From an optimization exercise on the open Yosys and OpenROAD flow, aimed at small area, a short achievable clock period and few clock cycles; shortcuts taken in it are not production practice. In this exercise RTL edits were held to simulation tests only and were not proved equivalent to the original.

## muldiv
module muldiv
(
    input  logic        clk,
    input  logic        rst,
    input  logic        start,
    input  logic [2:0]  funct3,
    input  logic [31:0] rs1,
    input  logic [31:0] rs2,
    output logic        ready,
    output logic        done,
    output logic [31:0] result
);
==> flow/config.mk <==
export PLATFORM = sky130hd
export DESIGN_NAME = muldiv
export DESIGN_NICKNAME = muldiv
export VERILOG_FILES = /design/flow/design.v
export SDC_FILE = /design/flow/constraint.sdc
export NUM_CORES = 4
export LEC_CHECK = 0
export ABC_CLOCK_PERIOD_IN_PS = 4000
export CAP_MARGIN = 20
export CORE_MARGIN = 2
export CORE_UTILIZATION = 40
export SETUP_SLACK_MARGIN = 4.5
export SLEW_MARGIN = 20
==> flow/constraint.sdc <==
create_clock -name core_clock -period 9.0 [get_ports {clk}]
set_input_delay 1.8000 -clock core_clock [delete_from_list [all_inputs] [get_ports {clk}]]
set_output_delay 1.8000 -clock core_clock [all_outputs]
set_load 0.01 [all_outputs]
standard.sh (not shown) runs the stock make flow with config.mk's settings and CLKGATE_MAP_FILE= SYNTH_SCRIPT=/design/flow/synth_recipe.tcl, a recipe that flattens the netlist after the stock synthesis.
==> flow/flow/run.sh <==
#!/bin/bash
# The standard layout (standard.sh), with each port buffered by a
# sky130_fd_sc_hd__buf_1 instead of the larger cell buffer_ports picks.
# standard.sh's output goes to standard.log in this folder.
export BUFFER_PORTS_ARGS="-buffer_cell sky130_fd_sc_hd__buf_1"
bash standard.sh > standard.log 2>&1
Testbench counts at the start, summed over its fixed seeds: cycles 33,109.
Edit:
--- a/flow/design.v
+++ b/flow/design.v
@@ -86,15 +86,15 @@
         X[64:32] <= {S[32] & ~st_dneg, S[31:0]};
     if (st_idle)
         X[31:0] <= rs2;
     else if (st_mul)
         X[31:0] <= {S[3:0], X[31:4]};
     else if (st_norm)
         X[31:0] <= xn[31:0];
-    else if (st_fix | st_dneg)
+    else if (st_fix | st_dneg | st_corr | (st_div & last & o_rem))    
         X[31:0] <= S[31:0];
     else  
         X[31:0] <= {X[30:0], ~sneg};
     cnt <= st_norm ? {nnm1, 2'b11} : (st_idle ? 5'd7 : cnt - 5'd1);
     if (st_idle) begin
         o_hi   <= (funct3 != 3'b000);
         o_corr <= funct3[1] & rs2[31];
@@ -131,18 +131,19 @@
 wire n_mul  = (st_idle & start & ~funct3[2]) | (st_mul & ~last);
 wire n_dneg = st_idle & start & funct3[2] & p_sgn & rs1[31];
 wire n_norm = (st_idle & start & funct3[2] & ~(p_sgn & rs1[31])) | st_dneg;
 wire n_div  = (st_norm & ~early) | (st_div & ~last);
 wire n_corr = st_div & last & o_rem & sg;
 wire n_fix  = (st_mul & last & o_hi)
             | (st_norm & early)
-            | (st_div & last & (o_rem ? ~sg : o_neg))
-            | st_corr;
+            | (st_div & last & o_neg & ~(o_rem & sg))
+            | (st_corr & o_neg);
 wire n_done = (st_mul & last & ~o_hi)
-            | (st_div & last & ~o_rem & ~o_neg);
+            | (st_div & last & ~o_neg & ~(o_rem & sg))
+            | (st_corr & ~o_neg);
 wire n_sub  = st_norm | ~sg;
 logic nf_ah, nf_by, nf_bh, nf_bl, nf_bm, nf_inv, nf_cin;
 always_comb begin
     if (st_mul) begin
         nf_ah = 1'b1; nf_by = o_corr; nf_bh = 1'b0; nf_bl = 1'b0; nf_bm = 1'b0; nf_inv = 1'b0; nf_cin = 1'b0;
     end else if (st_norm) begin
         nf_ah = 1'b0; nf_by = 1'b0; nf_bh = 1'b0; nf_bl = 1'b0; nf_bm = o_rem;
=> Critical path depth rises by 2; fmax falls slightly; hold slack is about the same; core utilization rises by 3.2 points; sequential share of layout area falls by 1.5 points.
Testbench counts after the change, summed over its fixed seeds: cycles 32,841.


Setup of maple:
The RTL this note starts from:
==> flow/design.v <==
module muldiv
(
    input  logic        clk,
    input  logic        rst,
    input  logic        start,
    input  logic [2:0]  funct3,
    input  logic [31:0] rs1,
    input  logic [31:0] rs2,
    output logic        ready,
    output logic        done,
    output logic [31:0] result
);
logic st_idle, st_mul, st_dneg, st_norm, st_div, st_corr, st_fix, st_done;
logic [64:0] X;
logic [32:0] Y;        
logic        dneg;     
logic [4:0]  cnt;
logic        o_hi;     
logic        o_corr;   
logic        o_rem;    
logic        o_neg;    
wire        p_sgn  = ~funct3[0];                           
wire        p_dneg = funct3[2] & p_sgn & rs2[31];
always_ff @(posedge clk) begin
    if (funct3[2])
        Y <= {1'b0, rs2 ^ {32{p_dneg}}};
    else
        Y <= {((funct3 == 3'b001) | (funct3 == 3'b010)) & rs1[31], rs1};
    dneg <= p_dneg;
end
logic sel_ah, sel_ar, sel_y1, sel_y2, sel_bh, sel_bl, sel_bm, inv, cin;
logic sel_c1, sel_c2, cneg;
wire [36:0] ysx = {{4{Y[32]}}, Y};
wire [36:0] aop = ({37{sel_ah}} & {{4{X[64]}}, X[64:32]})
                | ({37{sel_ar}} & {{3{X[64]}}, X[64:31]});
wire [36:0] bop = ({37{sel_y1}} & ysx)
                | ({37{sel_y2}} & {ysx[35:0], 1'b0})
                | ({37{sel_bh}} & {5'b00000, X[63:32]})
                | ({37{sel_bl}} & {5'b00000, X[31:0]})
                | ({37{sel_bm}} & {5'b00000, X[59:28]});
wire [34:0] cm    = ({35{sel_c1}} & ysx[34:0])
                  | ({35{sel_c2}} & {ysx[33:0], 1'b0});
wire [36:0] cop   = {cm ^ {35{cneg}}, {2{cneg}}};
wire [36:0] bx    = bop ^ {37{inv}};
wire [36:0] csum  = aop ^ bx ^ cop;
wire [36:0] ccar  = {(aop[35:0] & bx[35:0]) | (aop[35:0] & cop[35:0]) | (bx[35:0] & cop[35:0]), cneg};
wire [37:0] S38   = {csum, 1'b1} + {ccar, cin};
wire [36:0] S     = S38[37:1];
wire        sneg  = S[36];
function automatic logic [3:0] niblen(input logic [31:0] x);
    niblen = 4'd0;
    for (int i = 0; i < 8; i++)
        if (x[4*i +: 4] != 4'd0) niblen = 4'(i + 1);
endfunction
wire       dz    = (Y[31:0] == 32'd0) & ~dneg;
wire [3:0] na    = niblen(X[63:32]);
wire [3:0] nd    = niblen(Y[31:0]);
logic [2:0] nnm1;
always_comb begin
    if (dz || na <= nd)      nnm1 = 3'd0;
    else if (na >= nd + 4'd7) nnm1 = 3'd7;
    else                     nnm1 = 3'(na - nd);
end
wire [63:0] xn = {32'd0, X[63:32]} << {~nnm1, 2'b00};    
wire last = (cnt == 5'd0);
wire [19:0] nxt0, nxt1;
muldiv_next nx0 (.sg(1'b0), .nxt(nxt0), .*);
muldiv_next nx1 (.sg(1'b1), .nxt(nxt1), .*);
wire [19:0] nxt = sneg ? nxt1 : nxt0;
wire [3:0] nx  = st_idle ? rs2[3:0] : X[7:4];
wire       npv = st_idle ? 1'b0 : X[3];
wire nb_one = nx[0] ^ npv;
wire nb_two = (nx[1] & ~nx[0] & ~npv) | (~nx[1] & nx[0] & npv);
wire nb_neg = nx[1] & ~(nx[0] & npv);
wire nc_one = nx[2] ^ nx[1];
wire nc_two = (nx[3] & ~nx[2] & ~nx[1]) | (~nx[3] & nx[2] & nx[1]);
wire nc_neg = nx[3] & ~(nx[2] & nx[1]);
always_ff @(posedge clk) begin
    if (st_idle)
        X[64:32] <= {1'b0, rs1 & {32{funct3[2]}}};
    else if (st_mul)
        X[64:32] <= S[36:4];
    else if (st_norm)
        X[64:32] <= {1'b0, xn[63:32]};
    else  
        X[64:32] <= {S[32] & ~st_dneg, S[31:0]};
    if (st_idle)
        X[31:0] <= rs2;
    else if (st_mul)
        X[31:0] <= {S[3:0], X[31:4]};
    else if (st_norm)
        X[31:0] <= xn[31:0];
    else if (st_fix | st_dneg | st_corr | (st_div & last & o_rem))    
        X[31:0] <= S[31:0];
    else  
        X[31:0] <= {X[30:0], ~sneg};
    cnt <= st_norm ? {nnm1, 2'b11} : (st_idle ? 5'd7 : cnt - 5'd1);
    if (st_idle) begin
        o_hi   <= (funct3 != 3'b000);
        o_corr <= funct3[1] & rs2[31];
        o_rem  <= funct3[1];
        o_neg  <= funct3[1] ? (p_sgn & rs1[31]) : (p_sgn & (rs1[31] ^ rs2[31]));
    end
    {sel_ah, sel_ar, sel_y1, sel_y2, sel_bh, sel_bl, sel_bm, inv, cin, sel_c1, sel_c2, cneg} <= nxt[19:8];
    if (rst) begin
        {st_idle, st_mul, st_dneg, st_norm, st_div, st_corr, st_fix, st_done} <= 8'b10000000;
    end else begin
        {st_idle, st_mul, st_dneg, st_norm, st_div, st_corr, st_fix, st_done}
            <= nxt[7:0];
    end
end
assign ready  = st_idle;
assign done   = st_done;
assign result = X[31:0];
endmodule
module muldiv_next
(
    input  logic        sg,
    input  logic        st_idle, st_mul, st_dneg, st_norm, st_div, st_corr, st_fix, st_done,
    input  logic        start,
    input  logic [2:0]  funct3,
    input  logic [31:0] rs1,
    input  logic        p_sgn, p_dneg,
    input  logic        last, dz,
    input  logic        o_hi, o_corr, o_rem, o_neg,
    input  logic        nb_one, nb_two, nb_neg, nc_one, nc_two, nc_neg,
    output logic [19:0] nxt
);
wire early  = sg | dz;                  
wire n_idle = (st_idle & ~start) | st_done;
wire n_mul  = (st_idle & start & ~funct3[2]) | (st_mul & ~last);
wire n_dneg = st_idle & start & funct3[2] & p_sgn & rs1[31];
wire n_norm = (st_idle & start & funct3[2] & ~(p_sgn & rs1[31])) | st_dneg;
wire n_div  = (st_norm & ~early) | (st_div & ~last);
wire n_corr = st_div & last & o_rem & sg;
wire n_fix  = (st_mul & last & o_hi)
            | (st_norm & early)
            | (st_div & last & o_neg & ~(o_rem & sg))
            | (st_corr & o_neg);
wire n_done = (st_mul & last & ~o_hi)
            | (st_div & last & ~o_neg & ~(o_rem & sg))
            | (st_corr & ~o_neg);
wire n_sub  = st_norm | ~sg;
logic nf_ah, nf_by, nf_bh, nf_bl, nf_bm, nf_inv, nf_cin;
always_comb begin
    if (st_mul) begin
        nf_ah = 1'b1; nf_by = o_corr; nf_bh = 1'b0; nf_bl = 1'b0; nf_bm = 1'b0; nf_inv = 1'b0; nf_cin = 1'b0;
    end else if (st_norm) begin
        nf_ah = 1'b0; nf_by = 1'b0; nf_bh = 1'b0; nf_bl = 1'b0; nf_bm = o_rem;
        nf_inv = o_rem ? o_neg : dz;
        nf_cin = o_rem & o_neg;
    end else begin
        nf_ah = 1'b0; nf_by = 1'b0; nf_bh = o_rem; nf_bl = ~o_rem; nf_bm = 1'b0; nf_inv = o_neg; nf_cin = o_neg;
    end
end
assign nxt[19] = n_mul | n_norm | n_corr | (n_fix & nf_ah);                           
assign nxt[18] = n_div;                                                               
assign nxt[17] = (n_mul & nb_one) | n_div | n_norm | n_corr | (n_fix & nf_by);        
assign nxt[16] = n_mul & nb_two;                                                      
assign nxt[15] = n_dneg | (n_fix & nf_bh);                                            
assign nxt[14] = n_fix & nf_bl;                                                       
assign nxt[13] = n_fix & nf_bm;                                                       
assign nxt[12] = (n_mul & nb_neg) | (n_div & n_sub) | n_norm | n_dneg | (n_fix & nf_inv);  
assign nxt[11] = (n_mul & nb_neg) | (n_div & (n_sub ^ p_dneg)) | (n_norm & ~p_dneg)
               | (n_corr & p_dneg) | n_dneg | (n_fix & nf_cin);                       
assign nxt[10]  = n_mul & nc_one;                                                      
assign nxt[9]  = n_mul & nc_two;                                                      
assign nxt[8]  = n_mul & nc_neg;                                                      
assign nxt[7:0] = {n_idle, n_mul, n_dneg, n_norm, n_div, n_corr, n_fix, n_done | st_fix};
endmodule
==> flow/config.mk <==
export PLATFORM = sky130hd
export DESIGN_NAME = muldiv
export DESIGN_NICKNAME = muldiv
export VERILOG_FILES = /design/flow/design.v
export SDC_FILE = /design/flow/constraint.sdc
export NUM_CORES = 4
export LEC_CHECK = 0
export ABC_CLOCK_PERIOD_IN_PS = 4000
export CAP_MARGIN = 20
export CORE_MARGIN = 2
export CORE_UTILIZATION = 50
export CTS_BUF_LIST = sky130_fd_sc_hd__clkbuf_4 sky130_fd_sc_hd__clkbuf_8
export SETUP_SLACK_MARGIN = 4.0
export SLEW_MARGIN = 20
==> flow/constraint.sdc <==
create_clock -name core_clock -period 9.0 [get_ports {clk}]
set_input_delay 1.8000 -clock core_clock [delete_from_list [all_inputs] [get_ports {clk}]]
set_output_delay 1.8000 -clock core_clock [all_outputs]
set_load 0.01 [all_outputs]
Scripts as last shown in full above: flow/flow/run.sh
Testbench counts of maple, summed over its fixed seeds: cycles 32,841.
Edits applied to the flow inputs when going from maple to cedar:
--- a/flow/design.v
+++ b/flow/design.v
@@ -45,6 +45,6 @@
 wire [36:0] csum  = aop ^ bx ^ cop;
 wire [36:0] ccar  = {(aop[35:0] & bx[35:0]) | (aop[35:0] & cop[35:0]) | (bx[35:0] & cop[35:0]), cneg};
-wire [37:0] S38   = {csum, 1'b1} + {ccar, cin};
-wire [36:0] S     = S38[37:1];
+wire [36:0] S;
+muldiv_add37 add (.a(csum), .b(ccar), .cin(cin), .s(S));
 wire        sneg  = S[36];
 function automatic logic [3:0] niblen(input logic [31:0] x);
@@ -169,2 +169,31 @@
 assign nxt[7:0] = {n_idle, n_mul, n_dneg, n_norm, n_div, n_corr, n_fix, n_done | st_fix};
 endmodule
+module muldiv_add37
+(
+    input  logic [36:0] a,
+    input  logic [36:0] b,
+    input  logic        cin,
+    output logic [36:0] s
+);
+wire [36:0] g = a & b;
+wire [36:0] p = a ^ b;
+wire [37*7-1:0] G, P;
+assign G[36:0] = {g[36:1], g[0] | (p[0] & cin)};
+assign P[36:0] = p;
+genvar l, i;
+generate
+    for (l = 0; l < 6; l++) begin : lvl
+        for (i = 0; i < 37; i++) begin : bit_
+            if (((i >> l) & 1) == 1) begin : op
+                localparam int J = ((i >> l) << l) - 1;
+                assign G[37*(l+1) + i] = G[37*l + i] | (P[37*l + i] & G[37*l + J]);
+                assign P[37*(l+1) + i] = P[37*l + i] & P[37*l + J];
+            end else begin : pass
+                assign G[37*(l+1) + i] = G[37*l + i];
+                assign P[37*(l+1) + i] = P[37*l + i];
+            end
+        end
+    end
+endgenerate
+assign s = p ^ {G[37*6 +: 36], cin};
+endmodule
## What came out
Compared with maple, cedar shows a total routing resource utilization after global routing that is 2.8 points lower. Starting density of the core: cedar vs maple up 0.27 points. Compared cedar vs maple, and total length of routed wires is down in cedar. Worst slew margin relative to its limit ended up 3.2 points lower on cedar than on maple. Taking cedar as 1.0, maple lands at 1.08 on global-route wire length before repair. cedar vs. maple: maximum frequency now sits higher, layout overhead on the synthesized area went down 1.8 points, share of the final layout cell area in multi-input gates saw a decrease.
Testbench counts of cedar, summed over its fixed seeds: cycles 32,841.


muldiv with an RTL version that a note above also has.
Size: ~1500 cells after synthesis, roughly 130 flip-flops, ~100 I/O pins, roughly 12000 sq um of cells after synthesis.
==> module muldiv, before the edit <==
module muldiv
(
    input  logic        clk,
    input  logic        rst,
    input  logic        start,
    input  logic [2:0]  funct3,
    input  logic [31:0] rs1,
    input  logic [31:0] rs2,
    output logic        ready,
    output logic        done,
    output logic [31:0] result
);
logic st_idle, st_mul, st_dneg, st_norm, st_div, st_corr, st_fix, st_done;
logic [64:0] X;
logic [32:0] Y;        
logic        dneg;     
logic [4:0]  cnt;
logic        o_hi;     
logic        o_corr;   
logic        o_rem;    
logic        o_neg;    
wire        p_sgn  = ~funct3[0];                           
wire        p_dneg = funct3[2] & p_sgn & rs2[31];
always_ff @(posedge clk) begin
    if (funct3[2])
        Y <= {1'b0, rs2 ^ {32{p_dneg}}};
    else
        Y <= {((funct3 == 3'b001) | (funct3 == 3'b010)) & rs1[31], rs1};
    dneg <= p_dneg;
end
logic sel_ah, sel_ar, sel_y1, sel_y2, sel_bh, sel_bl, sel_bm, inv, cin;
logic sel_c1, sel_c2, cneg;
wire [36:0] ysx = {{4{Y[32]}}, Y};
wire [36:0] aop = ({37{sel_ah}} & {{4{X[64]}}, X[64:32]})
                | ({37{sel_ar}} & {{3{X[64]}}, X[64:31]});
wire [36:0] bop = ({37{sel_y1}} & ysx)
                | ({37{sel_y2}} & {ysx[35:0], 1'b0})
                | ({37{sel_bh}} & {5'b00000, X[63:32]})
                | ({37{sel_bl}} & {5'b00000, X[31:0]})
                | ({37{sel_bm}} & {5'b00000, X[59:28]});
wire [34:0] cm    = ({35{sel_c1}} & ysx[34:0])
                  | ({35{sel_c2}} & {ysx[33:0], 1'b0});
wire [36:0] cop   = {cm ^ {35{cneg}}, {2{cneg}}};
wire [36:0] bx    = bop ^ {37{inv}};
wire [36:0] csum  = aop ^ bx ^ cop;
wire [36:0] ccar  = {(aop[35:0] & bx[35:0]) | (aop[35:0] & cop[35:0]) | (bx[35:0] & cop[35:0]), cneg};
wire [36:0] S;
muldiv_add37 add (.a(csum), .b(ccar), .cin(cin), .s(S));
wire        sneg  = S[36];
function automatic logic [3:0] niblen(input logic [31:0] x);
    niblen = 4'd0;
    for (int i = 0; i < 8; i++)
        if (x[4*i +: 4] != 4'd0) niblen = 4'(i + 1);
endfunction
wire       dz    = (Y[31:0] == 32'd0) & ~dneg;
wire [3:0] na    = niblen(X[63:32]);
wire [3:0] nd    = niblen(Y[31:0]);
logic [2:0] nnm1;
always_comb begin
    if (dz || na <= nd)      nnm1 = 3'd0;
    else if (na >= nd + 4'd7) nnm1 = 3'd7;
    else                     nnm1 = 3'(na - nd);
end
wire [63:0] xn = {32'd0, X[63:32]} << {~nnm1, 2'b00};    
wire last = (cnt == 5'd0);
wire [19:0] nxt0, nxt1;
muldiv_next nx0 (.sg(1'b0), .nxt(nxt0), .*);
muldiv_next nx1 (.sg(1'b1), .nxt(nxt1), .*);
wire [19:0] nxt = sneg ? nxt1 : nxt0;
wire [3:0] nx  = st_idle ? rs2[3:0] : X[7:4];
wire       npv = st_idle ? 1'b0 : X[3];
wire nb_one = nx[0] ^ npv;
wire nb_two = (nx[1] & ~nx[0] & ~npv) | (~nx[1] & nx[0] & npv);
wire nb_neg = nx[1] & ~(nx[0] & npv);
wire nc_one = nx[2] ^ nx[1];
wire nc_two = (nx[3] & ~nx[2] & ~nx[1]) | (~nx[3] & nx[2] & nx[1]);
wire nc_neg = nx[3] & ~(nx[2] & nx[1]);
always_ff @(posedge clk) begin
    if (st_idle)
        X[64:32] <= {1'b0, rs1 & {32{funct3[2]}}};
    else if (st_mul)
        X[64:32] <= S[36:4];
    else if (st_norm)
        X[64:32] <= {1'b0, xn[63:32]};
    else  
        X[64:32] <= {S[32] & ~st_dneg, S[31:0]};
    if (st_idle)
        X[31:0] <= rs2;
    else if (st_mul)
        X[31:0] <= {S[3:0], X[31:4]};
    else if (st_norm)
        X[31:0] <= xn[31:0];
    else if (st_fix | st_dneg | st_corr | (st_div & last & o_rem))    
        X[31:0] <= S[31:0];
    else  
        X[31:0] <= {X[30:0], ~sneg};
    cnt <= st_norm ? {nnm1, 2'b11} : (st_idle ? 5'd7 : cnt - 5'd1);
    if (st_idle) begin
        o_hi   <= (funct3 != 3'b000);
        o_corr <= funct3[1] & rs2[31];
        o_rem  <= funct3[1];
        o_neg  <= funct3[1] ? (p_sgn & rs1[31]) : (p_sgn & (rs1[31] ^ rs2[31]));
    end
    {sel_ah, sel_ar, sel_y1, sel_y2, sel_bh, sel_bl, sel_bm, inv, cin, sel_c1, sel_c2, cneg} <= nxt[19:8];
    if (rst) begin
        {st_idle, st_mul, st_dneg, st_norm, st_div, st_corr, st_fix, st_done} <= 8'b10000000;
    end else begin
        {st_idle, st_mul, st_dneg, st_norm, st_div, st_corr, st_fix, st_done}
            <= nxt[7:0];
    end
end
assign ready  = st_idle;
assign done   = st_done;
assign result = X[31:0];
endmodule
Settings: LEC_CHECK=0, ABC_CLOCK_PERIOD_IN_PS=4000, CAP_MARGIN=20, CORE_MARGIN=2, CORE_UTILIZATION=50, CTS_BUF_LIST=sky130_fd_sc_hd__clkbuf_4 sky130_fd_sc_hd__clkbuf_8, SETUP_SLACK_MARGIN=4.5, SLEW_MARGIN=20; clock period 9.0 ns.
Scripts as last shown in full above: flow/flow/run.sh
Testbench counts at the start, summed over its fixed seeds: cycles 32,841.
Edit:
--- a/flow/design.v
+++ b/flow/design.v
@@ -72,31 +72,25 @@
 wire nb_one = nx[0] ^ npv;
 wire nb_two = (nx[1] & ~nx[0] & ~npv) | (~nx[1] & nx[0] & npv);
 wire nb_neg = nx[1] & ~(nx[0] & npv);
 wire nc_one = nx[2] ^ nx[1];
 wire nc_two = (nx[3] & ~nx[2] & ~nx[1]) | (~nx[3] & nx[2] & nx[1]);
 wire nc_neg = nx[3] & ~(nx[2] & nx[1]);
+wire x_hs = ~(st_idle | st_mul | st_norm);
+wire x_ls = st_fix | st_dneg | st_corr | (st_div & last & o_rem);    
+wire x_ld = ~(st_idle | st_mul | st_norm | x_ls);
 always_ff @(posedge clk) begin
-    if (st_idle)
-        X[64:32] <= {1'b0, rs1 & {32{funct3[2]}}};
-    else if (st_mul)
-        X[64:32] <= S[36:4];
-    else if (st_norm)
-        X[64:32] <= {1'b0, xn[63:32]};
-    else  
-        X[64:32] <= {S[32] & ~st_dneg, S[31:0]};
-    if (st_idle)
-        X[31:0] <= rs2;
-    else if (st_mul)
-        X[31:0] <= {S[3:0], X[31:4]};
-    else if (st_norm)
-        X[31:0] <= xn[31:0];
-    else if (st_fix | st_dneg | st_corr | (st_div & last & o_rem))    
-        X[31:0] <= S[31:0];
-    else  
-        X[31:0] <= {X[30:0], ~sneg};
+    X[64:32] <= ({33{st_idle}} & {1'b0, rs1 & {32{funct3[2]}}})
+              | ({33{st_mul}}  & S[36:4])
+              | ({33{st_norm}} & {1'b0, xn[63:32]})
+              | ({33{x_hs}}    & {S[32] & ~st_dneg, S[31:0]});    
+    X[31:0]  <= ({32{st_idle}} & rs2)
+              | ({32{st_mul}}  & {S[3:0], X[31:4]})
+              | ({32{st_norm}} & xn[31:0])
+              | ({32{x_ls}}    & S[31:0])                         
+              | ({32{x_ld}}    & {X[30:0], ~sneg});               
     cnt <= st_norm ? {nnm1, 2'b11} : (st_idle ? 5'd7 : cnt - 5'd1);
     if (st_idle) begin
         o_hi   <= (funct3 != 3'b000);
         o_corr <= funct3[1] & rs2[31];
         o_rem  <= funct3[1];
         o_neg  <= funct3[1] ? (p_sgn & rs1[31]) : (p_sgn & (rs1[31] ^ rs2[31]));
Core utilization grows by 0.45 points.
Global-route usage shrinks by 0.19 points.
Worst hold slack is about the same.
First-iteration DRC count grows by 8.6%.
Synthesized cell count shrinks by 7.5%.
Testbench counts after the change, summed over its fixed seeds: cycles 32,841.

what the ideal ports hide:
Ports are ideal in the flow. The routed layouts listed here were re-timed in OpenROAD.
Step 1: set_driving_cell puts a clkbuf_16 on clk and a buf_2 on each other input, an assumption about the parent block.
Step 2 also shifts input and output timing later by t, the mid clock arrival at the registers, as if the neighbouring blocks saw the same clock.
a / b / c = no drivers / after step 1 / after step 2; a / b = the first two.
run	shift t [ns]	setup slack, ns	worst slew at a driven data input, ns
the first run of note 1	0.505	4.422 / 4.422 / 4.197	0.03
the second run of note 1	0.508	4.356 / 4.356 / 4.347	0.04
maple	0.508	3.993 / 3.993 / 3.993	0.04
cedar	0.524	4.113 / 4.113 / 4.113	0.05
the first run of note 3	0.533	4.433 / 4.433 / 4.433	0.04
the second run of note 3	0.509	4.406 / 4.406 / 4.406	0.04
After both steps setup and hold are still met in every run listed. The setup slack of the first run of note 1, which loses most, moves by 0.000 ns with the drivers and by -0.225 ns with both steps.
